This design comes from an exercise in tuning for small area, a short achievable clock period and few clock cycles on the open sky130 flow, not from production work.
The RTL was checked by simulation tests, not by an equivalence proof against the original design.
Power and IR drop assume default switching activity.

==> design.v <==
`timescale 1 ns / 1 ps
	module axifull_dev_S00_AXI #
	(
		parameter integer C_S_AXI_ID_WIDTH	= 1,
		parameter integer C_S_AXI_DATA_WIDTH	= 128,
		parameter integer C_S_AXI_ADDR_WIDTH	= 10,
		parameter integer C_S_AXI_AWUSER_WIDTH	= 0,
		parameter integer C_S_AXI_ARUSER_WIDTH	= 0,
		parameter integer C_S_AXI_WUSER_WIDTH	= 0,
		parameter integer C_S_AXI_RUSER_WIDTH	= 0,
		parameter integer C_S_AXI_BUSER_WIDTH	= 0
	)
	(
		input wire  S_AXI_ACLK,
		input wire  S_AXI_ARESETN,
		input wire [C_S_AXI_ID_WIDTH-1 : 0] S_AXI_AWID,
		input wire [C_S_AXI_ADDR_WIDTH-1 : 0] S_AXI_AWADDR,
		input wire [7 : 0] S_AXI_AWLEN,
		input wire [2 : 0] S_AXI_AWSIZE,
		input wire [1 : 0] S_AXI_AWBURST,
		input wire  S_AXI_AWLOCK,
		input wire [3 : 0] S_AXI_AWCACHE,
		input wire [2 : 0] S_AXI_AWPROT,
		input wire [3 : 0] S_AXI_AWQOS,
		input wire [3 : 0] S_AXI_AWREGION,
		input wire  S_AXI_AWVALID,
		output wire  S_AXI_AWREADY,
		input wire [C_S_AXI_DATA_WIDTH-1 : 0] S_AXI_WDATA,
		input wire [(C_S_AXI_DATA_WIDTH/8)-1 : 0] S_AXI_WSTRB,
		input wire  S_AXI_WLAST,
		input wire  S_AXI_WVALID,
		output wire  S_AXI_WREADY,
		output wire [C_S_AXI_ID_WIDTH-1 : 0] S_AXI_BID,
		output wire [1 : 0] S_AXI_BRESP,
		output wire  S_AXI_BVALID,
		input wire  S_AXI_BREADY,
		input wire [C_S_AXI_ID_WIDTH-1 : 0] S_AXI_ARID,
		input wire [C_S_AXI_ADDR_WIDTH-1 : 0] S_AXI_ARADDR,
		input wire [7 : 0] S_AXI_ARLEN,
		input wire [2 : 0] S_AXI_ARSIZE,
		input wire [1 : 0] S_AXI_ARBURST,
		input wire  S_AXI_ARLOCK,
		input wire [3 : 0] S_AXI_ARCACHE,
		input wire [2 : 0] S_AXI_ARPROT,
		input wire [3 : 0] S_AXI_ARQOS,
		input wire [3 : 0] S_AXI_ARREGION,
		input wire  S_AXI_ARVALID,
		output wire  S_AXI_ARREADY,
		output wire [C_S_AXI_ID_WIDTH-1 : 0] S_AXI_RID,
		output wire [C_S_AXI_DATA_WIDTH-1 : 0] S_AXI_RDATA,
		output wire [1 : 0] S_AXI_RRESP,
		output wire  S_AXI_RLAST,
		output wire  S_AXI_RVALID,
		input wire  S_AXI_RREADY
	);
	localparam integer DW = C_S_AXI_DATA_WIDTH;
	localparam integer NB = DW/8;
	localparam integer AW = C_S_AXI_ADDR_WIDTH;
	localparam integer NW = 16;           
	localparam integer KW = 4;            
	localparam integer KR = 4;            
	localparam integer SW = NW/KW;
	localparam integer SR = NW/KR;
	localparam integer LW = (SW >= 16) ? 4 : (SW >= 8) ? 3 : (SW >= 4) ? 2 : (SW >= 2) ? 1 : 0;
	localparam integer LR = (SR >= 16) ? 4 : (SR >= 8) ? 3 : (SR >= 4) ? 2 : (SR >= 2) ? 1 : 0;
	reg  [3:0]      m;
	reg  [3:0]      e;
	reg  [NW*DW-1:0] ring;
	integer k, b;
	reg             st_idle, st_wr, st_rd;
	reg             acc;                  
	reg             wrdy;                 
	reg             pend;                 
	reg             lastb;                
	reg             fixed;
	reg             wdone;                
	reg  [NB-1:0]   mask;
	reg  [DW-1:0]   dbuf;
	reg  [C_S_AXI_ID_WIDTH-1:0] id;
	reg             bvalid, rvalid, rlast;
	reg  [7:0]      rleft;                
	reg  [KW-1:0]   wc;
	reg  [KR-1:0]   ta, tb;
	reg             ra, rb;               
	reg             ldi, ldf;             
	wire aw_hs = acc & S_AXI_AWVALID;
	wire ar_hs = acc & S_AXI_ARVALID & ~S_AXI_AWVALID;
	wire wready = wrdy | aw_hs;
	wire w_hs  = wready & S_AXI_WVALID;
	wire w0_hs = aw_hs & S_AXI_WVALID;
	assign S_AXI_AWREADY = acc;
	assign S_AXI_ARREADY = acc;
	assign S_AXI_WREADY  = wready;
	assign S_AXI_BID     = id;
	assign S_AXI_BRESP   = 2'b00;
	assign S_AXI_BVALID  = bvalid;
	assign S_AXI_RID     = id;
	assign S_AXI_RDATA   = dbuf;
	assign S_AXI_RRESP   = 2'b00;
	assign S_AXI_RLAST   = rlast;
	assign S_AXI_RVALID  = rvalid;
	wire [3:0]      ara = S_AXI_ARADDR[AW-1:AW-4];
	wire [3:0]      awa = S_AXI_AWADDR[AW-1:AW-4];
	wire [3:0]      w0  = ~m;
	wire [3:0]      w1  = ~m + 4'd1;
	reg  [KR-1:0]   tm, tn;
	reg  [KW-1:0]   pn;
	reg  [3-LR:0]   kr;
	reg  [3-LW:0]   kw;
	always @* begin
	  for (k = 0; k < KR; k = k + 1) begin
	    kr = k;
	    tm[k] = ar_hs & (ara[LR-1:0] == w0[LR-1:0]) & (ara[3:LR] == w0[3:LR] + kr);
	    tn[k] = (ara[LR-1:0] == w1[LR-1:0]) & (ara[3:LR] == w1[3:LR] + kr);
	  end
	  for (k = 0; k < KW; k = k + 1) begin
	    kw = k;
	    pn[k] = (awa[LW-1:0] == w1[LW-1:0]) & (awa[3:LW] == w1[3:LW] + kw);
	  end
	end
	wire tm_any = |tm;
	wire commit = |wc;
	wire rload  = ra | (rb & S_AXI_RREADY);
	reg [NW*DW-1:0] ring_n;
	always @* begin
	  for (k = 0; k < NW; k = k + 1)
	    ring_n[k*DW +: DW] = ring[((k+1)%NW)*DW +: DW];
	  for (k = 0; k < KW; k = k + 1)
	    for (b = 0; b < NB; b = b + 1)
	      if (wc[k] && mask[b])
	        ring_n[k*SW*DW + b*8 +: 8] = dbuf[b*8 +: 8];
	end
	always @(posedge S_AXI_ACLK)
	  ring <= ring_n;
	wire [NB-1:0] selw = {NB{ldi | aw_hs}} | ({NB{ldf & S_AXI_WVALID}} & S_AXI_WSTRB);
	wire [NB-1:0] selh = ~selw & {NB{~rload & ~tm_any}};
	reg  [KR-1:0] selt;
	reg  [DW-1:0] dbuf_n;
	always @* begin
	  for (k = 0; k < KR; k = k + 1)
	    selt[k] = ta[k] | (tb[k] & S_AXI_RREADY) | tm[k];
	  for (b = 0; b < NB; b = b + 1)
	    dbuf_n[b*8 +: 8] = ({8{selw[b]}} & S_AXI_WDATA[b*8 +: 8]) |
	                       ({8{selh[b]}} & dbuf[b*8 +: 8]);
	  for (k = 0; k < KR; k = k + 1)
	    dbuf_n = dbuf_n | ({DW{selt[k]}} & ring[((k*SR+1)%NW)*DW +: DW]);
	end
	always @(posedge S_AXI_ACLK)
	  dbuf <= dbuf_n;
	reg n_idle, n_wr, n_rd, n_pend, n_lastb, n_fixed, n_wdone;
	reg [NB-1:0] n_mask;
	reg [C_S_AXI_ID_WIDTH-1:0] n_id;
	reg n_bvalid, n_rvalid, n_rlast;
	reg [7:0] n_rleft;
	reg [3:0] n_e;
	reg n_acc, n_wrdy, n_ra, n_rb, n_ldi, n_ldf;
	reg [KW-1:0] n_wc;
	reg [KR-1:0] n_ta, n_tb;
	reg will_commit, al_r_n;
	always @* begin
	  n_idle = st_idle; n_wr = st_wr; n_rd = st_rd;
	  n_pend = pend; n_lastb = lastb; n_fixed = fixed; n_wdone = wdone;
	  n_mask = mask; n_id = id;
	  n_bvalid = bvalid; n_rvalid = rvalid; n_rlast = rlast; n_rleft = rleft;
	  n_e = e - 4'd1;
	  if (commit) begin
	    n_pend = 1'b0;
	    if (!fixed) n_e = e;
	  end
	  if (st_wr) begin
	    if (!fixed) begin
	      if (wrdy) begin
	        n_mask = S_AXI_WSTRB;
	        n_lastb = S_AXI_WLAST;
	      end
	      if (w_hs) begin
	        n_pend = 1'b1;
	        n_wdone = S_AXI_WLAST;
	      end
	    end else if (w_hs) begin
	      n_mask = (pend ? mask : {NB{1'b0}}) | S_AXI_WSTRB;
	      n_pend = 1'b1;
	      n_lastb = S_AXI_WLAST;
	      n_wdone = S_AXI_WLAST;
	    end
	  end
	  if (st_rd) begin
	    if (rvalid && S_AXI_RREADY) begin
	      if (rlast) begin
	        n_rvalid = 1'b0; n_rd = 1'b0; n_idle = 1'b1;
	      end else begin
	        n_rleft = rleft - 8'd1;
	        n_rlast = (rleft == 8'd1);
	        if (!rload && !fixed) n_rvalid = 1'b0;
	      end
	    end
	    if (rload) begin
	      n_rvalid = 1'b1;
	      if (!rvalid) n_rlast = (rleft == 8'd0);
	      if (!fixed) n_e = e;
	    end
	  end
	  will_commit = n_pend & ((n_e % SW) == 0) & (~n_fixed | n_lastb);
	  for (k = 0; k < KW; k = k + 1)
	    n_wc[k] = will_commit & (n_e == k*SW);
	  al_r_n = (n_e % SR) == 0;
	  n_ra = n_rd & al_r_n & ~n_rvalid;
	  n_rb = n_rd & al_r_n & n_rvalid & ~n_rlast & ~n_fixed;
	  for (k = 0; k < KR; k = k + 1) begin
	    n_ta[k] = n_ra & (n_e == k*SR);
	    n_tb[k] = n_rb & (n_e == k*SR);
	  end
	  if (aw_hs) begin
	    n_idle = 1'b0; n_wr = 1'b1;
	    n_id = S_AXI_AWID;
	    n_fixed = (S_AXI_AWBURST == 2'b00);
	    n_e = awa + m;
	    n_mask = S_AXI_WSTRB;
	    n_lastb = S_AXI_WLAST;
	    n_pend = S_AXI_WVALID;
	    n_wdone = S_AXI_WVALID & S_AXI_WLAST;
	    will_commit = S_AXI_WVALID & (n_fixed ? S_AXI_WLAST : 1'b1) & (|pn);
	    n_wc = {KW{S_AXI_WVALID & (n_fixed ? S_AXI_WLAST : 1'b1)}} & pn;
	  end
	  if (ar_hs) begin
	    n_idle = 1'b0; n_rd = 1'b1;
	    n_id = S_AXI_ARID;
	    n_fixed = (S_AXI_ARBURST == 2'b00);
	    n_e = ara + m;
	    n_rleft = S_AXI_ARLEN;
	    n_rvalid = 1'b0;
	    if (tm_any) begin
	      n_e = ara + m + 4'd1;
	      n_rvalid = 1'b1;
	      n_rlast = (S_AXI_ARLEN == 8'd0);
	    end
	    n_ta = {KR{~tm_any}} & tn;
	    n_tb = tm & {KR{(S_AXI_ARBURST != 2'b00) & (S_AXI_ARLEN != 8'd0)}};
	    n_ra = |n_ta;
	    n_rb = |n_tb;
	  end
	  if ((st_wr || aw_hs) && !(bvalid && S_AXI_BREADY) && n_wdone && (!n_pend || will_commit))
	    n_bvalid = 1'b1;
	  if (bvalid && S_AXI_BREADY) begin
	    n_bvalid = 1'b0; n_wr = 1'b0; n_idle = 1'b1;
	  end
	  if (S_AXI_ARESETN == 1'b0) begin
	    n_idle = 1'b1; n_wr = 1'b0; n_rd = 1'b0;
	    n_bvalid = 1'b0; n_rvalid = 1'b0; n_wdone = 1'b0;
	    n_lastb = 1'b1;
	    will_commit = n_pend & ((n_e % SW) == 0);
	    for (k = 0; k < KW; k = k + 1)
	      n_wc[k] = will_commit & (n_e == k*SW);
	    n_ra = 1'b0; n_rb = 1'b0;
	    n_ta = {KR{1'b0}}; n_tb = {KR{1'b0}};
	  end
	  n_acc  = n_idle & ~n_pend;
	  n_wrdy = n_wr & ~n_wdone & (n_fixed | ~n_pend | will_commit);
	  n_ldi  = n_wr & ~n_fixed & n_wrdy;
	  n_ldf  = n_wr & n_fixed & n_wrdy;
	end
	always @(posedge S_AXI_ACLK) begin
	  m       <= m - 4'd1;
	  e       <= n_e;
	  pend    <= n_pend;
	  mask    <= n_mask;
	  id      <= n_id;
	  fixed   <= n_fixed;
	  rleft   <= n_rleft;
	  rlast   <= n_rlast;
	  st_idle <= n_idle;
	  st_wr   <= n_wr;
	  st_rd   <= n_rd;
	  acc     <= n_acc;
	  wrdy    <= n_wrdy;
	  bvalid  <= n_bvalid;
	  rvalid  <= n_rvalid;
	  wdone   <= n_wdone;
	  lastb   <= n_lastb;
	  wc      <= n_wc;
	  ta      <= n_ta;
	  tb      <= n_tb;
	  ra      <= n_ra;
	  rb      <= n_rb;
	  ldi     <= n_ldi;
	  ldf     <= n_ldf;
	end
	endmodule
`timescale 1 ns / 1 ps
	module axifull_dev #
	(
		parameter integer C_S00_AXI_ID_WIDTH	= 8,
		parameter integer C_S00_AXI_DATA_WIDTH	= 128,
		parameter integer C_S00_AXI_ADDR_WIDTH	= 8,
		parameter integer C_S00_AXI_AWUSER_WIDTH	= 0,
		parameter integer C_S00_AXI_ARUSER_WIDTH	= 0,
		parameter integer C_S00_AXI_WUSER_WIDTH	= 0,
		parameter integer C_S00_AXI_RUSER_WIDTH	= 0,
		parameter integer C_S00_AXI_BUSER_WIDTH	= 0
	)
	(
		input wire  s00_axi_aclk,
		input wire  s00_axi_aresetn,
		input wire [C_S00_AXI_ID_WIDTH-1 : 0] s00_axi_awid,
		input wire [C_S00_AXI_ADDR_WIDTH-1 : 0] s00_axi_awaddr,
		input wire [7 : 0] s00_axi_awlen,
		input wire [2 : 0] s00_axi_awsize,
		input wire [1 : 0] s00_axi_awburst,
		input wire  s00_axi_awlock,
		input wire [3 : 0] s00_axi_awcache,
		input wire [2 : 0] s00_axi_awprot,
		input wire [3 : 0] s00_axi_awqos,
		input wire [3 : 0] s00_axi_awregion,
		input wire  s00_axi_awvalid,
		output wire  s00_axi_awready,
		input wire [C_S00_AXI_DATA_WIDTH-1 : 0] s00_axi_wdata,
		input wire [(C_S00_AXI_DATA_WIDTH/8)-1 : 0] s00_axi_wstrb,
		input wire  s00_axi_wlast,
		input wire  s00_axi_wvalid,
		output wire  s00_axi_wready,
		output wire [C_S00_AXI_ID_WIDTH-1 : 0] s00_axi_bid,
		output wire [1 : 0] s00_axi_bresp,
		output wire  s00_axi_bvalid,
		input wire  s00_axi_bready,
		input wire [C_S00_AXI_ID_WIDTH-1 : 0] s00_axi_arid,
		input wire [C_S00_AXI_ADDR_WIDTH-1 : 0] s00_axi_araddr,
		input wire [7 : 0] s00_axi_arlen,
		input wire [2 : 0] s00_axi_arsize,
		input wire [1 : 0] s00_axi_arburst,
		input wire  s00_axi_arlock,
		input wire [3 : 0] s00_axi_arcache,
		input wire [2 : 0] s00_axi_arprot,
		input wire [3 : 0] s00_axi_arqos,
		input wire [3 : 0] s00_axi_arregion,
		input wire  s00_axi_arvalid,
		output wire  s00_axi_arready,
		output wire [C_S00_AXI_ID_WIDTH-1 : 0] s00_axi_rid,
		output wire [C_S00_AXI_DATA_WIDTH-1 : 0] s00_axi_rdata,
		output wire [1 : 0] s00_axi_rresp,
		output wire  s00_axi_rlast,
		output wire  s00_axi_rvalid,
		input wire  s00_axi_rready
	);
	axifull_dev_S00_AXI # (
		.C_S_AXI_ID_WIDTH(C_S00_AXI_ID_WIDTH),
		.C_S_AXI_DATA_WIDTH(C_S00_AXI_DATA_WIDTH),
		.C_S_AXI_ADDR_WIDTH(C_S00_AXI_ADDR_WIDTH),
		.C_S_AXI_AWUSER_WIDTH(C_S00_AXI_AWUSER_WIDTH),
		.C_S_AXI_ARUSER_WIDTH(C_S00_AXI_ARUSER_WIDTH),
		.C_S_AXI_WUSER_WIDTH(C_S00_AXI_WUSER_WIDTH),
		.C_S_AXI_RUSER_WIDTH(C_S00_AXI_RUSER_WIDTH),
		.C_S_AXI_BUSER_WIDTH(C_S00_AXI_BUSER_WIDTH)
	) axifull_dev_S00_AXI_inst (
		.S_AXI_ACLK(s00_axi_aclk),
		.S_AXI_ARESETN(s00_axi_aresetn),
		.S_AXI_AWID(s00_axi_awid),
		.S_AXI_AWADDR(s00_axi_awaddr),
		.S_AXI_AWLEN(s00_axi_awlen),
		.S_AXI_AWSIZE(s00_axi_awsize),
		.S_AXI_AWBURST(s00_axi_awburst),
		.S_AXI_AWLOCK(s00_axi_awlock),
		.S_AXI_AWCACHE(s00_axi_awcache),
		.S_AXI_AWPROT(s00_axi_awprot),
		.S_AXI_AWQOS(s00_axi_awqos),
		.S_AXI_AWREGION(s00_axi_awregion),
		.S_AXI_AWVALID(s00_axi_awvalid),
		.S_AXI_AWREADY(s00_axi_awready),
		.S_AXI_WDATA(s00_axi_wdata),
		.S_AXI_WSTRB(s00_axi_wstrb),
		.S_AXI_WLAST(s00_axi_wlast),
		.S_AXI_WVALID(s00_axi_wvalid),
		.S_AXI_WREADY(s00_axi_wready),
		.S_AXI_BID(s00_axi_bid),
		.S_AXI_BRESP(s00_axi_bresp),
		.S_AXI_BVALID(s00_axi_bvalid),
		.S_AXI_BREADY(s00_axi_bready),
		.S_AXI_ARID(s00_axi_arid),
		.S_AXI_ARADDR(s00_axi_araddr),
		.S_AXI_ARLEN(s00_axi_arlen),
		.S_AXI_ARSIZE(s00_axi_arsize),
		.S_AXI_ARBURST(s00_axi_arburst),
		.S_AXI_ARLOCK(s00_axi_arlock),
		.S_AXI_ARCACHE(s00_axi_arcache),
		.S_AXI_ARPROT(s00_axi_arprot),
		.S_AXI_ARQOS(s00_axi_arqos),
		.S_AXI_ARREGION(s00_axi_arregion),
		.S_AXI_ARVALID(s00_axi_arvalid),
		.S_AXI_ARREADY(s00_axi_arready),
		.S_AXI_RID(s00_axi_rid),
		.S_AXI_RDATA(s00_axi_rdata),
		.S_AXI_RRESP(s00_axi_rresp),
		.S_AXI_RLAST(s00_axi_rlast),
		.S_AXI_RVALID(s00_axi_rvalid),
		.S_AXI_RREADY(s00_axi_rready)
	);
	endmodule
==> flow/run.sh <==
#!/bin/bash
# The standard layout, with plain buf_4 cells as the port buffers
# (buffer_ports otherwise picks clkdlybuf4s50_1, a larger delay cell).
set -euo pipefail
export BUFFER_PORTS_ARGS="-buffer_cell sky130_fd_sc_hd__buf_4"
bash standard.sh > standard.log 2>&1
==> standard.sh <==
#!/bin/bash
# synth_recipe.tcl (not shown) runs the flow's synth.tcl, then flattens the netlist and writes it again
# the make line also repeats each setting of config.mk as NAME=value (left out here)
make -C /OpenROAD-flow-scripts/flow DESIGN_CONFIG=/design/flow/config.mk WORK_HOME=/design/flow/orfs CLKGATE_MAP_FILE= SYNTH_SCRIPT=/design/flow/synth_recipe.tcl "${@:-finish}"
==> config.mk <==
export PLATFORM = sky130hd
export DESIGN_NAME = axifull_dev
export DESIGN_NICKNAME = axifull_dev
export VERILOG_FILES = /design/flow/design.v
export SDC_FILE = /design/flow/constraint.sdc
export NUM_CORES = 4
export LEC_CHECK = 0
export CAP_MARGIN = 20
export CORE_MARGIN = 2
export CORE_UTILIZATION = 45
export CTS_CLUSTER_DIAMETER = 100
export CTS_CLUSTER_SIZE = 25
export PLACE_DENSITY = 0.6
export SETUP_SLACK_MARGIN = 2.6
export SLEW_MARGIN = 20
export TNS_END_PERCENT = 10
==> constraint.sdc <==
create_clock -name core_clock -period 5.0 [get_ports {s00_axi_aclk}]
set_input_delay 1.0000 -clock core_clock [delete_from_list [all_inputs] [get_ports {s00_axi_aclk}]]
set_output_delay 1.0000 -clock core_clock [all_outputs]
set_load 0.01 [all_outputs]
==> impl_metrics.csv, run 1 <==
group,metric,value,unit
global_route,grt.overflow.total,0,
finish,most-common-layout-cells,"dfxtp_1 (2204), mux2_2 (513), buf_4 (349)",
synth,synth_simple_gate_area_share,3.64,%
power_and_ir_drop,netSwitchingFraction,25.3,%
worst_setup_path,r2r_start,"axifull_dev_S00_AXI_inst.m[1]",
power_and_ir_drop,net-switching-power,10900,uW
power_and_ir_drop,power-per-cell-area,664,mW/mm^2
sta,timing.final.ws_setup,2.54,ns
worst_setup_path,critical-path-top-cell-by-count,"buf_4",
floorplan,chipHeight,361,microns
placement,port-buffer-count,337,
synth,ys_warnings,1,
synth,ys_ff_latch,2244,
worst_setup_path,cp_max_fo,9,
worst_setup_path,worst_path_dominant_cell_family,"buffers and inverters",
route,drcViolationCount,0,
cts,cts_num_sinks,2244,
power_and_ir_drop,ir_worst_vdd,0.000346,V
placement,placement.setup.worst_slack,1.13,ns
worst_setup_path,timing.critical_path.slowest_cell_delay,0.15,ns
cts,cts.hold.buffers_added,0,
cts,clk_pin_slew,0.09,ns
finish,layout.core_utilization,51.6,%
synth,synthesis.instances,3786,
synth,postSynthAreaPerCell,15.1,sq um
hold_path,hold_crit_class,"reg -> reg",
route,drt_first_iter_violations,2327,
worst_setup_path,critPathArrivalTime,1.46,ns
sta,report.final.slew_viol_count,0,
sta,final-hold-violation-count,0,
placement,estimated_wirelength_of_the_detail_placed_design,69800,microns
global_route,antenna_found_initial,11,
worst_setup_path,critical_path.startpoint_type,"primary input",
route,via_per_inst,4.97,
floorplan,core_area,0.126,sq mm
power_and_ir_drop,power_leakage,0.0265,uW
finish,layout.cells.most_common,"dfxtp_1",
route,route.antenna.remaining_nets,0,
synth,fraction_of_the_mapped_netlist_area_in_compound_gates,5.27,%
synth,synth_sequential_area_ratio,78.9,%
global_route,grt_start_max_net_pins,73,
global_route,grt_first_pass_wirelength,175000,microns
sta,clock.fmax,406,MHz
cts,clock_tree_from_tritoncts,"done",
sta,rsz0062_at_grt,"true",
worst_setup_path,timing.reg2reg.setup_slack,2.58,ns
floorplan,initial_utilization,45.5,%
sta,fin_crit,2.46,ns
power_and_ir_drop,share_comb_of_total_power,13.8,%
floorplan,number_of_top_level_pins,396,
cts,clock_tree.htree_level_count,3,
run,maxCapViolations,0,
worst_setup_path,cpMaxStageDelayCell,"buf_4",
synth,combinational_family_with_the_most_area_after_synthesis,"multiplexers",
synth,synth_async_reset_ratio,0,%
finish,nNetsFinal,4393,
cts,clk-insertion-delay-late,0.73,ns
synth,synthesis.area,0.0574,sq mm
synth,synth.area.mux_share,10.2,%
sta,max_slew_headroom_at_the_worst_pin,38.2,%
worst_setup_path,critical_path_required,4.00,ns
sta,final_cycle_share,49.2,%
power_and_ir_drop,report.power.total,43200,uW
power_and_ir_drop,clock_power_share,21.0,%
worst_setup_path,path_class,"in -> out",
floorplan,rows,130,
cts,numCtsBuffers,101,
global_route,first_global_vias,28200,
route,totalWireLength,121000,microns
sta,fin_setup_tns,0,ns
cts,cts.path.max_buffers,3,
hold_path,min_delay_path_depth,0,
power_and_ir_drop,power_report.internal_total,32300,uW
sta,final.setup_skew,0.0295,ns
sta,report.final.setup_viol,0,
sta,tightest_slew,0.927,ns
synth,synth_adder_area_share,0.332,%
placement,gp_congestion,0.778,
synth,number_of_distinct_standard_cells_referenced_by_the_synthesized_netlist,66,
route,wire_per_inst,20.8,microns
power_and_ir_drop,sequentialPowerShare,65.2,%
placement,place_area,0.0616,sq mm
synth,synth_enable_flop_cells,32,
worst_setup_path,end_kind,"output port",
route,route.vias.total,28900,
hold_path,timing.hold.worst_endpoint,"axifull_dev_S00_AXI_inst.ring[1223]",
worst_setup_path,r2r_cells,9,
finish,layout.cell_area.non_filler,0.0650,sq mm
worst_setup_path,crit_path_cell_trace,"buf_4, nand2_8, nand2b_1, buf_4",
worst_setup_path,capture_instance_of_the_worst_register_to_register_path,"axifull_dev_S00_AXI_inst.dbuf[46]",
finish,layout-area-overhead-vs-synth,13.4,%
hold_path,hp-start,"axifull_dev_S00_AXI_inst.ring[1351]",
finish,post_route_cells_drive_above_1_share,25.5,%
synth,post_synth_xor_area_fraction,0.515,%
synth,postSynth.topFlopCell,"dfxtp_1",
cts,clock_tree.root_cell,"clkbuf_16",
floorplan,dieArea,0.130,sq mm
global_route,grt_use_total,17.7,%
route,firstDrtPassIters,9,
worst_setup_path,cp_num_buf_inv,2,
floorplan,die_width,361,microns
outcome,run_status,"timing/DRC/antenna clean",
-- final cells by class --
class	instances	area [sq um]
Tap cell	1650	2060
Inverter	15	57.6
Clock buffer	119	2660
Timing Repair Buffer	374	3130
Multi-Input combinational cell	1401	11700
Sequential cell	2244	45300
Fill cell	10600	61000
Clock inverter	12	138
Antenna cell	1	2.50
-- layer usage --
layer | track usage (%) | vias up | wire length [microns]
li1 | - | 13800 | -
met2 | 27.9 | 667 | 55400
met4 | 5.37 | 22 | 3250
met1 | 23.8 | 14200 | 54400
met5 | 0 | - | 143
met3 | 4.70 | 187 | 7870
-- state kept, by name, indices dropped and copies added, names as in the netlist, 8 cells and up --
register / flops
axifull_dev_S00_AXI_inst.ring: 2048
axifull_dev_S00_AXI_inst.id: 8
axifull_dev_S00_AXI_inst.mask: 16
axifull_dev_S00_AXI_inst.rleft: 8
axifull_dev_S00_AXI_inst.dbuf: 128
-- cells in the mapped netlist (all sizes together) (11+ instances only) --
master  instances  area share (%)
buf            76            0.72
inv            14           0.092
nor2           32            0.22
a21o           34            0.45
nand2         248             1.6
xnor2          17            0.29
xor2           15            0.23
clkbuf         53            0.35
a222oi        128             2.2
a21oi          18            0.17
dfxtp        2212              77
nand3         135             1.2
o21ai          22            0.19
ha             12            0.26
a22oi         130             1.7
nand2b         11            0.13
mux2          514              10
edfxtp         32             1.7
-- power groups by stage --
stage               sequential (uW)  clock [uW]  combinational, uW
floorplan                     27700           0               3460
global placement              28400           0               5760
detailed placement            28600           0               5790
CTS                           28300        9400               5900
global route                  29000       10000               6430
finish                        28200        9090               5950
-- kinds of logic (layout without fill, tap and decap cells) --
group | Yosys count | in the layout
AND/OR/NAND/NOR | 466 | 466
multiplexers | 519 | 519
flip-flops | 2244 | 2244
AO/OA/AOI/OAI | 366 | 366
other | 1 | 5
buffers and inverters | 144 | 520
adder cells (fa/ha/maj) | 14 | 14
XOR/XNOR | 32 | 32
-- how the worst max path moves through the flow --
stage / cells after the start / start / endpoint / slack (ns)
after global placement: 7 / s00_axi_awvalid / axifull_dev_S00_AXI_inst.dbuf[109] / 1.17
after CTS: 7 / axifull_dev_S00_AXI_inst.m[2] / axifull_dev_S00_AXI_inst.wc[2] / 2.52
after global routing: 1 / axifull_dev_S00_AXI_inst.dbuf[80] / s00_axi_rdata[80] / 2.49
final: 4 / s00_axi_awvalid / s00_axi_wready / 2.54
after floorplan: 7 / s00_axi_araddr[4] / axifull_dev_S00_AXI_inst.wc[1] / 2.26
after detailed placement: 7 / s00_axi_awvalid / axifull_dev_S00_AXI_inst.dbuf[26] / 1.13
-- timing repair --
item,4_1_cts,5_1_grt
resized for setup,25,42
pin swaps,2,12
buffers inserted,5,9
cloned,0,11
setup endpoints to repair,234,266
-- per-stage QoR --
stage,cells,hold WS [ns]
floorplan,3789,0.310
global placement,5659,0.310
detailed placement,5659,0.312
CTS,5795,0.309
global route,5815,0.321
finish,5816,0.307
-- worst register-to-register path, stage by stage (launching register included) --
cell and delay, ns:
dfxtp_4 0.38, ha_4 0.28, and2_4 0.17, nand2_4 0.08
buf_12 0.16, o31ai_4 0.54, buf_4 0.31, buf_6 0.20
a222oi_1 0.09, nand3_1 0.13
Testbench counts, summed over its fixed seeds: cycles 26,205.
==> run 2, diff against run 1 <==
--- a/design.v
+++ b/design.v
@@ -102,20 +102,38 @@
 	wire [3:0]      ara = S_AXI_ARADDR[AW-1:AW-4];
 	wire [3:0]      awa = S_AXI_AWADDR[AW-1:AW-4];
-	wire [3:0]      w0  = ~m;
-	wire [3:0]      w1  = ~m + 4'd1;
-	reg  [KR-1:0]   tm, tn;
-	reg  [KW-1:0]   pn;
+	wire [3:0]      w1n = ~m + 4'd1;      
+	wire [3:0]      w2n = ~m + 4'd2;      
+	reg  [LR-1:0]   tl0, tl1;
+	reg  [LW-1:0]   pl1;
+	reg  [(4-LR)*KR-1:0] th0, th1;
+	reg  [(4-LW)*KW-1:0] ph1;
 	reg  [3-LR:0]   kr;
 	reg  [3-LW:0]   kw;
-	always @* begin
+	always @(posedge S_AXI_ACLK) begin
+	  tl0 <= w1n[LR-1:0];
+	  tl1 <= w2n[LR-1:0];
+	  pl1 <= w2n[LW-1:0];
 	  for (k = 0; k < KR; k = k + 1) begin
 	    kr = k;
-	    tm[k] = ar_hs & (ara[LR-1:0] == w0[LR-1:0]) & (ara[3:LR] == w0[3:LR] + kr);
-	    tn[k] = (ara[LR-1:0] == w1[LR-1:0]) & (ara[3:LR] == w1[3:LR] + kr);
+	    th0[k*(4-LR) +: 4-LR] <= w1n[3:LR] + kr;
+	    th1[k*(4-LR) +: 4-LR] <= w2n[3:LR] + kr;
 	  end
 	  for (k = 0; k < KW; k = k + 1) begin
 	    kw = k;
-	    pn[k] = (awa[LW-1:0] == w1[LW-1:0]) & (awa[3:LW] == w1[3:LW] + kw);
+	    ph1[k*(4-LW) +: 4-LW] <= w2n[3:LW] + kw;
+	  end
+	end
+	reg  [KR-1:0]   tm, tn;
+	reg  [KW-1:0]   pn;
+	wire            lo0 = (ara[LR-1:0] == tl0);
+	wire            lo1 = (ara[LR-1:0] == tl1);
+	wire            plo = (awa[LW-1:0] == pl1);
+	always @* begin
+	  for (k = 0; k < KR; k = k + 1) begin
+	    tm[k] = ar_hs & lo0 & (ara[3:LR] == th0[k*(4-LR) +: 4-LR]);
+	    tn[k] = lo1 & (ara[3:LR] == th1[k*(4-LR) +: 4-LR]);
 	  end
+	  for (k = 0; k < KW; k = k + 1)
+	    pn[k] = plo & (awa[3:LW] == ph1[k*(4-LW) +: 4-LW]);
 	end
 	wire tm_any = |tm;
==> flow/run.sh (replaced) <==
#!/bin/bash
# The standard layout, with plain buf_1 cells as the port buffers
# (buffer_ports otherwise picks clkdlybuf4s50_1, a larger delay cell).
set -euo pipefail
export BUFFER_PORTS_ARGS="-buffer_cell sky130_fd_sc_hd__buf_1"
bash standard.sh > standard.log 2>&1
--- a/config.mk
+++ b/config.mk
@@ -12,5 +12,4 @@
 export CTS_CLUSTER_SIZE = 25
 export PLACE_DENSITY = 0.6
-export SETUP_SLACK_MARGIN = 2.6
+export SETUP_SLACK_MARGIN = 2.5
 export SLEW_MARGIN = 20
-export TNS_END_PERCENT = 10
==> impl_metrics.csv, run 2 <==
group,metric,value,unit
floorplan,die_width,363,microns
placement,estimated_wirelength_of_the_detail_placed_design,69900,microns
hold_path,min_delay_path_depth,0,
power_and_ir_drop,netSwitchingFraction,25.6,%
route,route.met3.wl,7390,microns
sta,fin_crit,2.71,ns
floorplan,chipHeight,363,microns
synth,netlist_top_cells_count,"dfxtp_1 (2226), mux2_2 (513), nand3_1 (254)",
global_route,grt_start_max_net_pins,78,
route,via_per_inst,5.02,
cts,clk_pin_slew,0.10,ns
power_and_ir_drop,power-per-cell-area,645,mW/mm^2
worst_setup_path,crit_path_cell_trace,"buf_1, ha_4, fa_1, ha_1, nor2_1, a22oi_2, and3_4, or4b_4, a311oi_2",
sta,final_cycle_share,54.2,%
power_and_ir_drop,power_report.internal_total,30900,uW
route,drt-met1-wl,54100,microns
route,drcViolationCount,0,
cts,cts.path.max_buffers,3,
synth,synthesis.area,0.0580,sq mm
sta,clock.fmax,369,MHz
sta,max_slew_headroom_at_the_worst_pin,30.6,%
synth,postSynthAreaPerCell,15.1,sq um
cts,clock_tree_from_tritoncts,"done",
global_route,grt_use_total,17.7,%
floorplan,rows,131,
route,wire_per_inst,20.1,microns
route,drt_first_iter_violations,2213,
synth,postSynth.topFlopCell,"dfxtp_1",
synth,synth_sequential_area_ratio,78.6,%
route,totalWireLength,118000,microns
sta,fin_setup_tns,0,ns
worst_setup_path,r2r_cells,8,
synth,synthesis.instances,3836,
route,firstDrtPassIters,6,
synth,yosys.cell_count.top_type,"dfxtp_1",
worst_setup_path,timing.reg2reg.setup_slack,2.35,ns
synth,synth_largest_area_cell,"dfxtp_1",
global_route,first_global_vias,29100,
hold_path,hold_crit_class,"reg -> reg",
placement,place_area,0.0612,sq mm
run,maxCapViolations,0,
power_and_ir_drop,clock_power_share,21.9,%
synth,ys_ff_latch,2258,
worst_setup_path,cpMaxStageDelayCell,"fa_1",
outcome,run_status,"timing/DRC/antenna clean",
synth,synth_async_reset_ratio,0,%
worst_setup_path,r2r_start,"axifull_dev_S00_AXI_inst.m[0]",
cts,cts_num_sinks,2258,
hold_path,timing.hold.worst_endpoint,"axifull_dev_S00_AXI_inst.ring[1894]",
worst_setup_path,critical_path.startpoint_type,"primary input",
worst_setup_path,path_class,"in -> reg",
floorplan,number_of_top_level_pins,396,
finish,post_route_cells_drive_above_1_share,18.5,%
floorplan,core_area,0.128,sq mm
cts,numCtsBuffers,102,
global_route,grt_first_pass_wirelength,177000,microns
cts,clock_tree.root_cell,"clkbuf_16",
finish,biggestRegsByFlops,"axifull_dev_S00_AXI_inst.ring (2048), axifull_dev_S00_AXI_inst.dbuf (128), axifull_dev_S00_AXI_inst.mask (16)",
cts,cts.hold.buffers_added,0,
cts,clk-insertion-delay-late,0.74,ns
finish,layout.cell_area.non_filler,0.0644,sq mm
floorplan,initial_utilization,45.4,%
worst_setup_path,critical_path_required,5.65,ns
synth,ys_warnings,1,
finish,max_flop_register,"axifull_dev_S00_AXI_inst.ring",
floorplan,dieArea,0.132,sq mm
worst_setup_path,critPathArrivalTime,3.36,ns
worst_setup_path,end_kind,"flip-flop",
power_and_ir_drop,share_comb_of_total_power,12.2,%
route,route.antenna.remaining_nets,0,
sta,final.setup_skew,0.0397,ns
synth,post_synth_main_area_contributors,"dfxtp_1 (77%), mux2_2 (10%), a222oi_1 (2.2%), nand3_1 (2.2%), a22oi_1 (1.7%)",
finish,most-common-layout-cells,"dfxtp_1 (2209), mux2_2 (513), buf_1 (289)",
synth,synth_top_area_share,76.9,%
placement,port-buffer-count,337,
sta,tightest_slew,1.04,ns
placement,gp_congestion,0.773,
finish,largest_register_ff_count,2048,
synth,synth_enable_flop_cells,32,
power_and_ir_drop,power_leakage,0.0258,uW
sta,report.final.slew_viol_count,0,
sta,report.final.setup_viol,0,
global_route,antenna_found_initial,20,
worst_setup_path,cp_max_fo,2,
cts,clock_tree.htree_level_count,3,
route,top_layer_used,"met5",
route,route.vias.total,29600,
sta,rsz0062_at_grt,"true",
finish,layout.cells.most_common,"dfxtp_1",
power_and_ir_drop,ir_worst_vdd,0.000371,V
global_route,grt.overflow.total,0,
hold_path,hp-start,"axifull_dev_S00_AXI_inst.ring[2022]",
synth,number_of_distinct_standard_cells_referenced_by_the_synthesized_netlist,58,
worst_setup_path,timing.critical_path.slowest_cell_delay,0.60,ns
power_and_ir_drop,net-switching-power,10600,uW
worst_setup_path,capture_instance_of_the_worst_register_to_register_path,"axifull_dev_S00_AXI_inst.ldi",
route,met2_length,52400,microns
finish,nNetsFinal,4447,
power_and_ir_drop,sequentialPowerShare,65.9,%
finish,layout-area-overhead-vs-synth,11.1,%
sta,final-hold-violation-count,0,
[run 2: cell types whose count changed in the layout (fill, tap and decap cells not counted), sizes merged, moves of 7 or more]
cell,delta
diode,+7
inv,+8
a21oi,+12
nand2,-118
nor2b,+7
dfxtp,+14
nor2,-8
xnor2,+9
nand3,+119
[run 2: final cells by class]
type | count | area, sq um
diodes | 8 | 20.0
flip-flops and latches | 2258 | 45600
fillers | 10900 | 63300
inverters | 22 | 82.6
multi-input cells | 1432 | 12100
clock buffers | 118 | 2660
repair buffers | 374 | 1740
clock inverters | 11 | 134
well taps | 1662 | 2080
[run 2: worst max-delay path: cells and delay by family]
kind,cells,cell delay (ns)
compound gates,2,0.36
fa+ha+maj,3,1.05
buf+inv,1,0.12
simple gates,3,0.83
[run 2: cells by family after synthesis]
group,Yosys count,synth area share (%)
flip-flops,2258,78.6
multiplexers,517,10.0
AND/OR/NAND/NOR,465,3.85
AO/OA/AOI/OAI,386,5.47
buffers and inverters,151,1.09
XOR/XNOR,43,0.650
adder cells (fa/ha/maj),15,0.350
other,1,0.00647
[run 2: power groups by stage]
| stage | clock network (uW) | logic (uW) | registers (uW) |
|---|---|---|---|
| final | 9090 | 5090 | 27400 |
| after global routing | 10000 | 5540 | 28100 |
| after CTS | 9410 | 5040 | 27500 |
| after detailed placement | 0 | 4890 | 27800 |
| after global placement | 0 | 4890 | 27600 |
| after floorplan | 0 | 3070 | 27100 |
[run 2: what timing repair did]
action	in CTS	in global routing
setup endpoints to repair	175	153
gates cloned	2	0
pin swaps	8	13
buffers inserted	9	12
gates resized for setup	62	38
[run 2: metal layers]
metal,up-vias,global-route usage [%]
met4,12,6.57
met1,14500,24.0
met2,736,27.4
li1,14100,-
met3,220,4.22
met5,-,0
[run 2: worst max-delay path by stage]
stage	startpoint	endpoint	slack, ns	cells past startpoint
2_1_floorplan	s00_axi_araddr[4]	axifull_dev_S00_AXI_inst.ldi	1.93	8
3_3_place_gp	s00_axi_awvalid	axifull_dev_S00_AXI_inst.dbuf[4]	1.33	7
3_5_place_dp	s00_axi_awvalid	axifull_dev_S00_AXI_inst.dbuf[111]	1.28	7
4_1_cts	axifull_dev_S00_AXI_inst.m[0]	axifull_dev_S00_AXI_inst.ldi	2.40	8
5_1_grt	axifull_dev_S00_AXI_inst.m[0]	axifull_dev_S00_AXI_inst.ldi	2.30	8
6_report	s00_axi_araddr[4]	axifull_dev_S00_AXI_inst.ldi	2.29	9
[run 2: through the flow]
step                      cells  hold slack [ns]  setup slack, ns  total power [uW]  util (%)
after floorplan            3839            0.310             1.93             30100         -
after global placement     5725            0.310             1.33             32500      47.9
after detailed placement   5725            0.312             1.28             32700      47.9
after CTS                  5865            0.294             2.40             41900      50.3
after global routing       5883            0.303             2.30             43700      50.4
final                      5885            0.301             2.29             41500      50.4
Testbench counts of run 2, summed over its fixed seeds: cycles 26,205.
==> run 3, diff against run 2 <==
--- a/config.mk
+++ b/config.mk
@@ -12,4 +12,4 @@
 export CTS_CLUSTER_SIZE = 25
 export PLACE_DENSITY = 0.6
-export SETUP_SLACK_MARGIN = 2.5
+export SETUP_SLACK_MARGIN = 2.65
 export SLEW_MARGIN = 20
==> impl_metrics.csv, run 3 <==
group,metric,value,unit
synth,synth_sequential_area_ratio,78.6,%
finish,post_route_cells_drive_above_1_share,24.0,%
finish,layout.cells.most_common,"dfxtp_1",
synth,ys_ff_latch,2258,
route,drt_first_iter_violations,2222,
route,wire_per_inst,20.5,microns
power_and_ir_drop,power-per-cell-area,647,mW/mm^2
route,route.vias.total,29400,
synth,postSynthAreaPerCell,15.1,sq um
finish,final_cells,5898,
global_route,grt_use_total,17.9,%
floorplan,core_area,0.128,sq mm
placement,estimated_wirelength_of_the_detail_placed_design,71200,microns
power_and_ir_drop,clock_power_share,21.7,%
worst_setup_path,critPathArrivalTime,3.21,ns
route,route.antenna.remaining_nets,0,
global_route,grt_first_pass_wirelength,179000,microns
floorplan,chipHeight,363,microns
synth,number_of_distinct_standard_cells_referenced_by_the_synthesized_netlist,58,
power_and_ir_drop,power_report.internal_total,31500,uW
cts,cts_num_sinks,2258,
global_route,antenna_found_initial,22,
synth,synthesis.area,0.0580,sq mm
finish,largest_register_ff_count,2048,
synth,yosys.cell_count.top_type,"dfxtp_1",
cts,clk-insertion-delay-late,0.74,ns
finish,nNetsFinal,4466,
cts,clock_tree.root_cell,"clkbuf_16",
sta,final.setup_skew,0.0268,ns
finish,fillerInstances,10900,
worst_setup_path,cp_max_fo,2,
power_and_ir_drop,netSwitchingFraction,25.4,%
worst_setup_path,path_class,"in -> reg",
finish,layout-area-overhead-vs-synth,12.8,%
synth,post_synth_main_area_contributors,"dfxtp_1 (77%), mux2_2 (10%), a222oi_1 (2.2%), nand3_1 (2.2%), a22oi_1 (1.7%)",
cts,clock_tree.htree_level_count,3,
sta,report.final.slew_viol_count,0,
worst_setup_path,critical_path_required,5.65,ns
route,firstDrtPassIters,9,
finish,max_flop_register,"axifull_dev_S00_AXI_inst.ring",
finish,most-common-layout-cells,"dfxtp_1 (2087), mux2_2 (513), nand3_1 (244)",
power_and_ir_drop,share_comb_of_total_power,13.1,%
synth,synth_largest_area_cell,"dfxtp_1",
outcome,run_status,"timing/DRC/antenna clean",
global_route,first_global_vias,29200,
sta,tightest_slew,1.01,ns
finish,biggestRegsByFlops,"axifull_dev_S00_AXI_inst.ring (2048), axifull_dev_S00_AXI_inst.dbuf (128), axifull_dev_S00_AXI_inst.mask (16)",
floorplan,number_of_top_level_pins,396,
sta,rsz0062_at_grt,"true",
cts,clock_tree_from_tritoncts,"done",
hold_path,hold_crit_class,"reg -> reg",
power_and_ir_drop,net-switching-power,10800,uW
sta,final-hold-violation-count,0,
power_and_ir_drop,sequentialPowerShare,65.2,%
sta,fin_setup_tns,0,ns
synth,postSynth.topFlopCell,"dfxtp_1",
floorplan,dieArea,0.132,sq mm
cts,numCtsBuffers,102,
sta,clock.fmax,391,MHz
sta,fin_crit,2.56,ns
placement,gp_congestion,0.774,
route,drcViolationCount,0,
synth,ys_warnings,1,
sta,report.final.setup_viol,0,
placement,port-buffer-count,337,
route,totalWireLength,121000,microns
synth,synth_top_area_share,76.9,%
floorplan,initial_utilization,45.4,%
synth,synth_async_reset_ratio,0,%
sta,max_slew_headroom_at_the_worst_pin,32.7,%
route,via_per_inst,4.98,
power_and_ir_drop,ir_worst_vdd,0.000350,V
synth,netlist_top_cells_count,"dfxtp_1 (2226), mux2_2 (513), nand3_1 (254)",
cts,clk_pin_slew,0.10,ns
global_route,grt_start_max_net_pins,81,
cts,cts.hold.buffers_added,0,
global_route,grt.overflow.total,0,
power_and_ir_drop,power_leakage,0.0263,uW
worst_setup_path,timing.reg2reg.setup_slack,2.50,ns
sta,final_cycle_share,51.2,%
run,maxCapViolations,0,
cts,cts.path.max_buffers,3,
floorplan,rows,131,
synth,synth_enable_flop_cells,32,
synth,synthesis.instances,3836,
worst_setup_path,critical_path.startpoint_type,"primary input",
floorplan,die_width,363,microns
placement,placed_instances,5730,
worst_setup_path,end_kind,"flip-flop",
## run 3: cell types whose count changed in the layout (fill, tap and decap cells not counted), moves of 7 or more
cell,before,now
dfxtp_1,2209,2087
buf_1,289,197
dfxtp_4,6,95
buf_4,27,82
dfxtp_2,11,44
buf_2,37,61
buf_6,1,20
clkbuf_2,9,19
nand3_1,253,244
nand3_2,1,10
buf_12,10,3
## run 3: cell type report
cell class	instances	area [sq um]	share of cell area [%]
Multi-Input combinational cell	1430	12100	18.5
Clock inverter	11	176	0.270
Clock buffer	117	2650	4.05
Timing Repair Buffer	395	2340	3.58
Sequential cell	2258	45900	70.3
Tap cell	1662	2080	3.18
Inverter	22	82.6	0.126
Antenna cell	3	7.51	0.0115
## run 3: repair_timing
| item | in CTS | in global routing |
|---|---|---|
| setup endpoints to repair | 281 | 211 |
| pin swaps | 10 | 7 |
| resized for setup | 385 | 96 |
| buffers inserted | 20 | 11 |
| hold endpoints to repair | 0 | 0 |
| cloned | 2 | 4 |
## run 3: through the flow
step	hold slack (ns)	instance area (sq um)	util, %	worst slack, ns	total power [uW]
6_report	0.316	65400	51.2	2.44	42300
5_1_grt	0.322	65400	51.2	2.43	44500
4_1_cts	0.308	64900	50.9	2.49	42600
3_5_place_dp	0.312	61200	47.9	1.41	32800
3_3_place_gp	0.309	61200	47.9	1.48	32600
2_1_floorplan	0.310	58500	-	1.93	30200
## run 3: logic make-up after synthesis
| group | after synthesis | share of synthesized area, % |
|---|---|---|
| flip-flops | 2258 | 78.6 |
| multiplexers | 517 | 10.0 |
| AND/OR/NAND/NOR | 465 | 3.85 |
| AO/OA/AOI/OAI | 386 | 5.47 |
| buffers and inverters | 151 | 1.09 |
| XOR/XNOR | 43 | 0.650 |
| adder cells (fa/ha/maj) | 15 | 0.350 |
| other | 1 | 0.00647 |
## run 3: worst paths after layout
path | from | end | depth (start not counted)
min | axifull_dev_S00_AXI_inst.ring[1903] | axifull_dev_S00_AXI_inst.ring[1775] | 0
min reg2reg | axifull_dev_S00_AXI_inst.ring[1903] | axifull_dev_S00_AXI_inst.ring[1775] | 0
max reg2reg | axifull_dev_S00_AXI_inst.m[0] | axifull_dev_S00_AXI_inst.ldi | 7
max | s00_axi_araddr[4] | axifull_dev_S00_AXI_inst.ldi | 8
## run 3: layer usage
layer	vias up	global-route usage (%)	part of all wire [%]
met5	-	0	0.14
met4	28	5.64	2.8
met3	223	4.93	6.9
met2	684	27.4	44
met1	14300	24.7	47
li1	14100	-	-
## run 3: power groups by stage
stage               combinational (uW)  sequential (uW)  clock [uW]
floorplan                         3110            27100           0
global placement                  4950            27600           0
detailed placement                4950            27800           0
CTS                               5490            27600        9500
global route                      6040            28300       10100
finish                            5550            27600        9170
## run 3: worst max-delay path: stages
cell and delay, ns:
buf_2 0.13, ha_4 0.16, fa_1 0.49, buf_4 0.15, or3_1 0.36, and3_4 0.18, or4b_4 0.49, a311oi_2 0.23
==> run 4, diff against run 3 <==
--- a/design.v
+++ b/design.v
@@ -171,5 +171,5 @@
 	reg n_bvalid, n_rvalid, n_rlast;
 	reg [7:0] n_rleft;
-	reg [3:0] n_e;
+	reg [3:0] n_e, n_e0;
 	reg n_acc, n_wrdy, n_ra, n_rb, n_ldi, n_ldf;
 	reg [KW-1:0] n_wc;
@@ -229,4 +229,5 @@
 	    n_tb[k] = n_rb & (n_e == k*SR);
 	  end
+	  n_e0 = n_e;
 	  if (aw_hs) begin
 	    n_idle = 1'b0; n_wr = 1'b1;
@@ -267,4 +268,6 @@
 	    n_bvalid = 1'b0; n_rvalid = 1'b0; n_wdone = 1'b0;
 	    n_lastb = 1'b1;
+	    n_e = n_e0;
+	    n_pend = pend & ~commit;
 	    will_commit = n_pend & ((n_e % SW) == 0);
 	    for (k = 0; k < KW; k = k + 1)
--- a/config.mk
+++ b/config.mk
@@ -12,4 +12,4 @@
 export CTS_CLUSTER_SIZE = 25
 export PLACE_DENSITY = 0.6
-export SETUP_SLACK_MARGIN = 2.65
+export SETUP_SLACK_MARGIN = 2.5
 export SLEW_MARGIN = 20
==> impl_metrics.csv, run 4 <==
group,metric,value,unit
placement,gp_congestion,0.785,
global_route,grt_start_max_net_pins,44,
cts,cts.path.max_buffers,3,
route,via_per_inst,4.87,
finish,largest_register_ff_count,2048,
synth,synth_async_reset_ratio,0,%
finish,biggestRegsByFlops,"axifull_dev_S00_AXI_inst.ring (2048), axifull_dev_S00_AXI_inst.dbuf (128), axifull_dev_S00_AXI_inst.mask (16)",
synth,postSynth.topFlopCell,"dfxtp_1",
finish,layout.cells.most_common,"dfxtp_1",
route,wire_per_inst,19.8,microns
sta,timing.final.ws_setup,2.49,ns
worst_setup_path,critical_path.startpoint_type,"primary input",
global_route,grt_first_pass_wirelength,180000,microns
route,totalWireLength,121000,microns
cts,clock_tree.root_cell,"clkbuf_16",
floorplan,chipHeight,364,microns
synth,synth_top_area_share,76.2,%
finish,most-common-layout-cells,"dfxtp_1 (2209), mux2_2 (512), buf_1 (293)",
sta,final-hold-violation-count,0,
sta,final.setup_skew,0.0215,ns
sta,rsz0062_at_grt,"true",
route,firstDrtPassIters,8,
power_and_ir_drop,ir_worst_vdd,0.000290,V
route,drt_first_iter_violations,2052,
power_and_ir_drop,report.power.total,37600,uW
finish,layout-area-overhead-vs-synth,11.5,%
global_route,grt_use_total,18.0,%
synth,synth_sequential_area_ratio,77.9,%
worst_setup_path,cp_num_buf_inv,3,
worst_setup_path,cpMaxStageDelayCell,"or3_4",
synth,synth_largest_area_cell,"dfxtp_1",
route,route.antenna.remaining_nets,0,
worst_setup_path,path_class,"in -> reg",
synth,ys_ff_latch,2258,
worst_setup_path,cp_max_fo,31,
finish,post_route_cells_drive_above_1_share,18.0,%
synth,post_synth_main_area_contributors,"dfxtp_1 (76%), mux2_2 (9.9%), a222oi_1 (2.2%), edfxtp_1 (1.6%), nand2_1 (1.6%)",
cts,clock_tree.htree_level_count,3,
sta,fin_crit,2.51,ns
cts,numCtsBuffers,101,
route,drcViolationCount,0,
finish,fillerInstances,11200,
cts,clk-insertion-delay-late,0.73,ns
synth,ys_warnings,1,
worst_setup_path,worst_path_dominant_cell_family,"simple AND/OR/NAND/NOR gates",
global_route,first_global_vias,29000,
sta,max_slew_headroom_at_the_worst_pin,31.0,%
sta,fin_setup_tns,0,ns
cts,clock_tree_from_tritoncts,"done",
floorplan,initial_utilization,45.3,%
synth,number_of_distinct_standard_cells_referenced_by_the_synthesized_netlist,62,
floorplan,dieArea,0.133,sq mm
placement,placement.setup.worst_slack,1.11,ns
sta,tightest_slew,1.03,ns
finish,final_cells,6107,
finish,nNetsFinal,4595,
hold_path,hold_crit_class,"reg -> reg",
global_route,grt.met1_usage,24.2,%
synth,yosys.cell_count.top_type,"dfxtp_1",
worst_setup_path,end_kind,"flip-flop",
sta,report.final.slew_viol_count,0,
finish,max_flop_register,"axifull_dev_S00_AXI_inst.ring",
run,maxCapViolations,0,
floorplan,rows,132,
worst_setup_path,crit_path_cell_trace,"buf_2, nand3b_4, or3_4, o21bai_4, nor2b_4, buf_4, buf_12, a31oi_1, nand3_1",
global_route,grt_use_met3,4.67,%
sta,clock.fmax,398,MHz
cts,cts.hold.buffers_added,0,
global_route,globalRoute.busiestLayer,"met2",
outcome,run_status,"timing/DRC/antenna clean",
placement,placed_instances,5950,
finish,layout.core_utilization,50.4,%
sta,report.final.setup_viol,0,
sta,final_cycle_share,50.2,%
power_and_ir_drop,power-per-cell-area,578,mW/mm^2
global_route,antenna_found_initial,15,
synth,synth_enable_flop_cells,32,
cts,clk_pin_slew,0.09,ns
floorplan,number_of_top_level_pins,396,
floorplan,core_area,0.129,sq mm
worst_setup_path,critPathArrivalTime,3.11,ns
cts,cts_num_sinks,2258,
placement,estimated_wirelength_of_the_detail_placed_design,69800,microns
worst_setup_path,timing.critical_path.slowest_cell_delay,0.45,ns
global_route,grt.overflow.total,0,
worst_setup_path,critical_path_required,5.60,ns
synth,synthesis.area,0.0584,sq mm
synth,netlist_top_cells_count,"dfxtp_1 (2226), mux2_2 (512), nand2_1 (256)",
synth,synthesis.instances,3976,
floorplan,die_width,364,microns
placement,port-buffer-count,337,
route,route.vias.total,29700,
synth,postSynthAreaPerCell,14.7,sq um
global_route,grt_util_met2,28.1,%
power_and_ir_drop,power_leakage,0.0259,uW
run 4: cell families (layout without fill, tap and decap cells):
group	count (synthesis)	count (layout)	synth area share, %
xor+xnor	44	44	0.659
fa+ha+maj	15	15	0.347
flops	2258	2258	77.9
buf+inv	168	548	1.25
other cells	1	6	0.00642
simple gates	607	611	5.07
compound gates	368	368	4.86
mux	515	515	9.92
run 4: timing repair:
action | 4_1_cts | 5_1_grt
gates cloned | 9 | 0
gates resized for setup | 68 | 29
pin swaps | 7 | 4
endpoints found under the setup margin | 177 | 149
endpoints found under the hold margin | 0 | 0
buffers inserted | 15 | 3
run 4: power breakdown:
group | total [uW] | switching (uW) | internal (uW) | leakage [uW]
Clock | 9040 | 5270 | 3770 | 0.00133
Combinational | 4220 | 2360 | 1860 | 0.00618
Sequential | 24400 | 1970 | 22400 | 0.0184
Total | 37600 | 9600 | 28000 | 0.0259
run 4: worst paths after layout:
| check | endpoint | slack, ns | depth (start not counted) | startpoint |
|---|---|---|---|---|
| setup / recovery | axifull_dev_S00_AXI_inst.dbuf[107] | 2.49 | 9 | s00_axi_awvalid |
| hold / removal | axifull_dev_S00_AXI_inst.ring[163] | 0.32 | 0 | axifull_dev_S00_AXI_inst.ring[291] |
| setup reg to reg | axifull_dev_S00_AXI_inst.dbuf[107] | 2.57 | 8 | axifull_dev_S00_AXI_inst.m[2] |
| hold reg to reg | axifull_dev_S00_AXI_inst.ring[163] | 0.32 | 0 | axifull_dev_S00_AXI_inst.ring[291] |
run 4: worst reg2reg max path: stages (launching register included):
cell and delay (ns):
dfxtp_1 0.42, ha_2 0.38, a221oi_4 0.28, o21bai_4 0.19, nor2b_4 0.20, buf_4 0.19, buf_12 0.17, a31oi_1 0.37
nand3_1 0.10
run 4: through the flow:
stage,cell area [sq um],hold WS [ns]
6_report,65100,0.321
5_1_grt,65100,0.323
4_1_cts,65000,0.314
3_5_place_dp,61800,0.312
3_3_place_gp,61800,0.309
2_1_floorplan,58600,0.310
run 4: area by class of cell:
cell class	count	area, sq um	area share [%]
diodes	2	5.00	0.00768
clock buffers	120	2640	4.05
clock inverters	8	98.8	0.152
inverters	27	101	0.156
multi-input cells	1557	12500	19.2
flip-flops and latches	2258	45600	69.9
well taps	1742	2180	3.35
repair buffers	393	2090	3.21
run 4: routing by layer:
layer / part of all wire (%) / wire length (microns)
met4: 3.4 / 4120
met5: 0.10 / 126
met3: 6.7 / 8080
met1: 46 / 55200
met2: 44 / 53300
Testbench counts of run 4, summed over its fixed seeds: cycles 26,205.
==> run 5, diff against run 4 <==
--- a/config.mk
+++ b/config.mk
@@ -12,4 +12,5 @@
 export CTS_CLUSTER_SIZE = 25
 export PLACE_DENSITY = 0.6
-export SETUP_SLACK_MARGIN = 2.5
+export SETUP_SLACK_MARGIN = 2.7
 export SLEW_MARGIN = 20
+export TNS_END_PERCENT = 10
==> impl_metrics.csv, run 5 <==
group,metric,value,unit
worst_setup_path,critical-path-top-cell-by-count,"buf_6",
sta,fin_crit,2.44,ns
cts,clock_tree_from_tritoncts,"done",
cts,clk_pin_slew,0.09,ns
placement,place_area,0.0617,sq mm
finish,fillerInstances,11200,
synth,synth_async_reset_ratio,0,%
placement,port-buffer-count,337,
global_route,grt.overflow.total,0,
finish,ff_latch_area,0.0456,sq mm
synth,post_synth_main_area_contributors,"dfxtp_1 (76%), mux2_2 (9.9%), a222oi_1 (2.2%), edfxtp_1 (1.6%), nand2_1 (1.6%)",
synth,synthesis.instances,3976,
synth,synth_largest_area_cell,"dfxtp_1",
synth,ys_warnings,1,
sta,final.setup_skew,0.0307,ns
synth,synth_top_area_share,76.2,%
finish,layout.cells.most_common,"dfxtp_1",
global_route,grt_first_pass_wirelength,179000,microns
global_route,grt_use_total,17.8,%
sta,fin_setup_tns,0,ns
sta,max_slew_headroom_at_the_worst_pin,31.7,%
finish,biggestRegsByFlops,"axifull_dev_S00_AXI_inst.ring (2048), axifull_dev_S00_AXI_inst.dbuf (128), axifull_dev_S00_AXI_inst.mask (16)",
route,wire_per_inst,19.9,microns
global_route,antenna_found_initial,10,
synth,postSynthAreaPerCell,14.7,sq um
synth,postSynth.topFlopCell,"dfxtp_1",
floorplan,dieArea,0.133,sq mm
route,firstDrtPassIters,7,
worst_setup_path,critPathArrivalTime,1.44,ns
cts,clock_tree.root_cell,"clkbuf_16",
finish,layout.cell_area.non_filler,0.0655,sq mm
worst_setup_path,cpMaxStageDelayCell,"a21o_1",
sta,rsz0062_at_grt,"true",
route,route.antenna.remaining_nets,0,
global_route,grt_start_max_net_pins,70,
route,via_per_inst,4.86,
synth,synth_sequential_area_ratio,77.9,%
sta,tightest_slew,1.02,ns
outcome,run_status,"timing/DRC/antenna clean",
sta,final_cycle_share,48.8,%
worst_setup_path,critical_path.startpoint_type,"primary input",
worst_setup_path,worst_path_dominant_cell_family,"buffers and inverters",
synth,synthesis.area,0.0584,sq mm
worst_setup_path,timing.critical_path.slowest_cell_delay,0.20,ns
cts,numCtsBuffers,101,
sta,final-hold-violation-count,0,
run,maxCapViolations,0,
cts,clk-insertion-delay-late,0.74,ns
route,route.vias.total,29700,
global_route,first_global_vias,29000,
synth,synth_enable_flop_cells,32,
finish,largest_register_ff_count,2048,
placement,estimated_wirelength_of_the_detail_placed_design,70000,microns
cts,cts.hold.buffers_added,0,
route,totalWireLength,121000,microns
placement,gp_congestion,0.793,
floorplan,initial_utilization,45.3,%
worst_setup_path,critical_path_required,4.00,ns
sta,report.final.setup_viol,0,
floorplan,chipHeight,364,microns
sta,clock.fmax,410,MHz
route,drcViolationCount,0,
sta,report.final.slew_viol_count,0,
power_and_ir_drop,power-per-cell-area,578,mW/mm^2
finish,multiInputGateArea,0.0126,sq mm
power_and_ir_drop,power_leakage,0.0260,uW
power_and_ir_drop,ir_worst_vdd,0.000319,V
cts,cts_num_sinks,2258,
synth,ys_ff_latch,2258,
route,drt_first_iter_violations,2170,
finish,post_route_cells_drive_above_1_share,19.3,%
cts,cts.path.max_buffers,3,
synth,netlist_top_cells_count,"dfxtp_1 (2226), mux2_2 (512), nand2_1 (256)",
finish,layout-area-overhead-vs-synth,12.0,%
worst_setup_path,end_kind,"output port",
finish,max_flop_register,"axifull_dev_S00_AXI_inst.ring",
hold_path,hold_crit_class,"reg -> reg",
worst_setup_path,cp_max_fo,6,
worst_setup_path,path_class,"in -> out",
worst_setup_path,cp_num_buf_inv,2,
floorplan,rows,132,
floorplan,number_of_top_level_pins,396,
synth,yosys.cell_count.top_type,"dfxtp_1",
worst_setup_path,crit_path_cell_trace,"buf_6, a21o_1, buf_6",
synth,number_of_distinct_standard_cells_referenced_by_the_synthesized_netlist,62,
cts,clock_tree.htree_level_count,3,
finish,most-common-layout-cells,"dfxtp_1 (2174), mux2_2 (512), buf_1 (278)",
floorplan,die_width,364,microns
floorplan,core_area,0.129,sq mm
finish,nNetsFinal,4601,
[run 5: cell types whose count changed in the layout (fill, tap and decap cells not counted), moves of 6 or more]
cell      previous run  this run
buf_1              293       278
a31oi_2              1         8
dfxtp_2             12        47
dfxtp_1           2209      2174
a31oi_1            130       122
buf_2               25        48
clkbuf_2            11         5
a21oi_4              0         6
buf_16               5        12
[run 5: logic make-up after synthesis]
kind of cell | synth area share [%]
buffers and inverters | 1.25
AO/OA/AOI/OAI | 4.86
XOR/XNOR | 0.659
adder cells (fa/ha/maj) | 0.347
flip-flops | 77.9
multiplexers | 9.92
AND/OR/NAND/NOR | 5.07
other | 0.00642
[run 5: stage by stage]
stage | std cells | worst slack [ns] | utilization (%) | power (uW) | hold WS, ns
2_1_floorplan | 3979 | 2.27 | - | 26700 | 0.310
3_3_place_gp | 5950 | 1.26 | 47.8 | 28800 | 0.310
3_5_place_dp | 5950 | 1.22 | 47.8 | 28900 | 0.312
4_1_cts | 6100 | 2.54 | 50.5 | 38200 | 0.306
5_1_grt | 6111 | 2.54 | 50.7 | 39700 | 0.316
6_report | 6112 | 2.56 | 50.7 | 37900 | 0.308
[run 5: per-layer routing]
metal	vias up	GRT usage, %	wire length [microns]
met4	8	5.79	3280
met1	14500	24.6	56900
met2	627	28.2	54400
met3	182	3.36	6780
met5	-	0	52
li1	14400	-	-
[run 5: cell type report]
cell class / count / share of cell area (%)
diodes: 2 / 0.00764
flip-flops and latches: 2258 / 69.7
clock inverters: 5 / 0.155
inverters: 27 / 0.155
repair buffers: 399 / 3.40
multi-input cells: 1557 / 19.2
well taps: 1742 / 3.33
clock buffers: 122 / 4.11
[run 5: worst paths after layout]
path                                                     startpoint                             endpoint  cells past startpoint  slack [ns]
worst max-delay path                                s00_axi_awvalid                       s00_axi_wready                      3        2.56
worst min-delay path            axifull_dev_S00_AXI_inst.ring[1529]  axifull_dev_S00_AXI_inst.ring[1401]                      0        0.31
worst max register to register         axifull_dev_S00_AXI_inst.acc    axifull_dev_S00_AXI_inst.dbuf[35]                      9        2.61
worst min register to register  axifull_dev_S00_AXI_inst.ring[1529]  axifull_dev_S00_AXI_inst.ring[1401]                      0        0.31
[run 5: worst register-to-register path, delay by kind of cell (launching register included)]
| family | cells | cell delay [ns] |
|---|---|---|
| AND/OR/NAND/NOR | 4 | 0.77 |
| AO/OA/AOI/OAI | 2 | 0.67 |
| buffers and inverters | 3 | 0.49 |
| flip-flops | 1 | 0.37 |
[run 5: where the power goes]
| group | internal [uW] | switching [uW] | total, uW | leakage, uW |
|---|---|---|---|---|
| clock | 3830 | 5290 | 9120 | 0.00136 |
| combinational | 1880 | 2450 | 4330 | 0.00630 |
| sequential | 22400 | 1970 | 24400 | 0.0184 |
| total | 28200 | 9700 | 37900 | 0.0260 |
[run 5: timing repair]
item,CTS,global route
resized for setup,140,37
cloned,7,4
endpoints found under the setup margin,298,296
pin swaps,5,2
buffers inserted,16,6

-- what the ideal ports hide --
The results above use ideal ports. As a check the final layouts listed here were re-extracted and re-timed, cells and wires unchanged.
Step 1 (the two cells are an assumption about what drives the block):
set clk [get_ports {s00_axi_aclk}]
set_driving_cell -lib_cell sky130_fd_sc_hd__clkbuf_16 $clk
set_driving_cell -lib_cell sky130_fd_sc_hd__buf_2 [delete_from_list [all_inputs] $clk]
Step 2 adds t to the input delays and takes it off the output delays; t is the mean of the earliest and latest rising clock arrival at the registers after step 1. Input paths then give back, and output paths get back, about the clock's delay inside the block.
Three values: no drivers, after step 1, after step 2; two values: the first two.
run	shift t [ns]	slack for setup (ns)	hold slack, ns	worst setup path at the end	worst data-port slew with drivers (ns)
run 1	0.794	2.540 / 2.509 / 1.801	0.307 / 0.307 / 0.307	input to register	0.21
run 2	0.797	2.291 / 2.336 / 1.538	0.301 / 0.301 / 0.301	input to register	0.15
run 3	0.792	2.441 / 2.491 / 1.699	0.316 / 0.316 / 0.316	input to register	0.17
run 4	0.800	2.490 / 2.488 / 1.719	0.321 / 0.321 / 0.321	input to register	0.25
run 5	0.794	2.559 / 2.522 / 1.826	0.308 / 0.308 / 0.308	input to register	0.22
After both steps setup and hold are still met in every run listed. The setup slack of run 4, which loses most, moves by -0.002 ns with the drivers and by -0.771 ns with both steps.
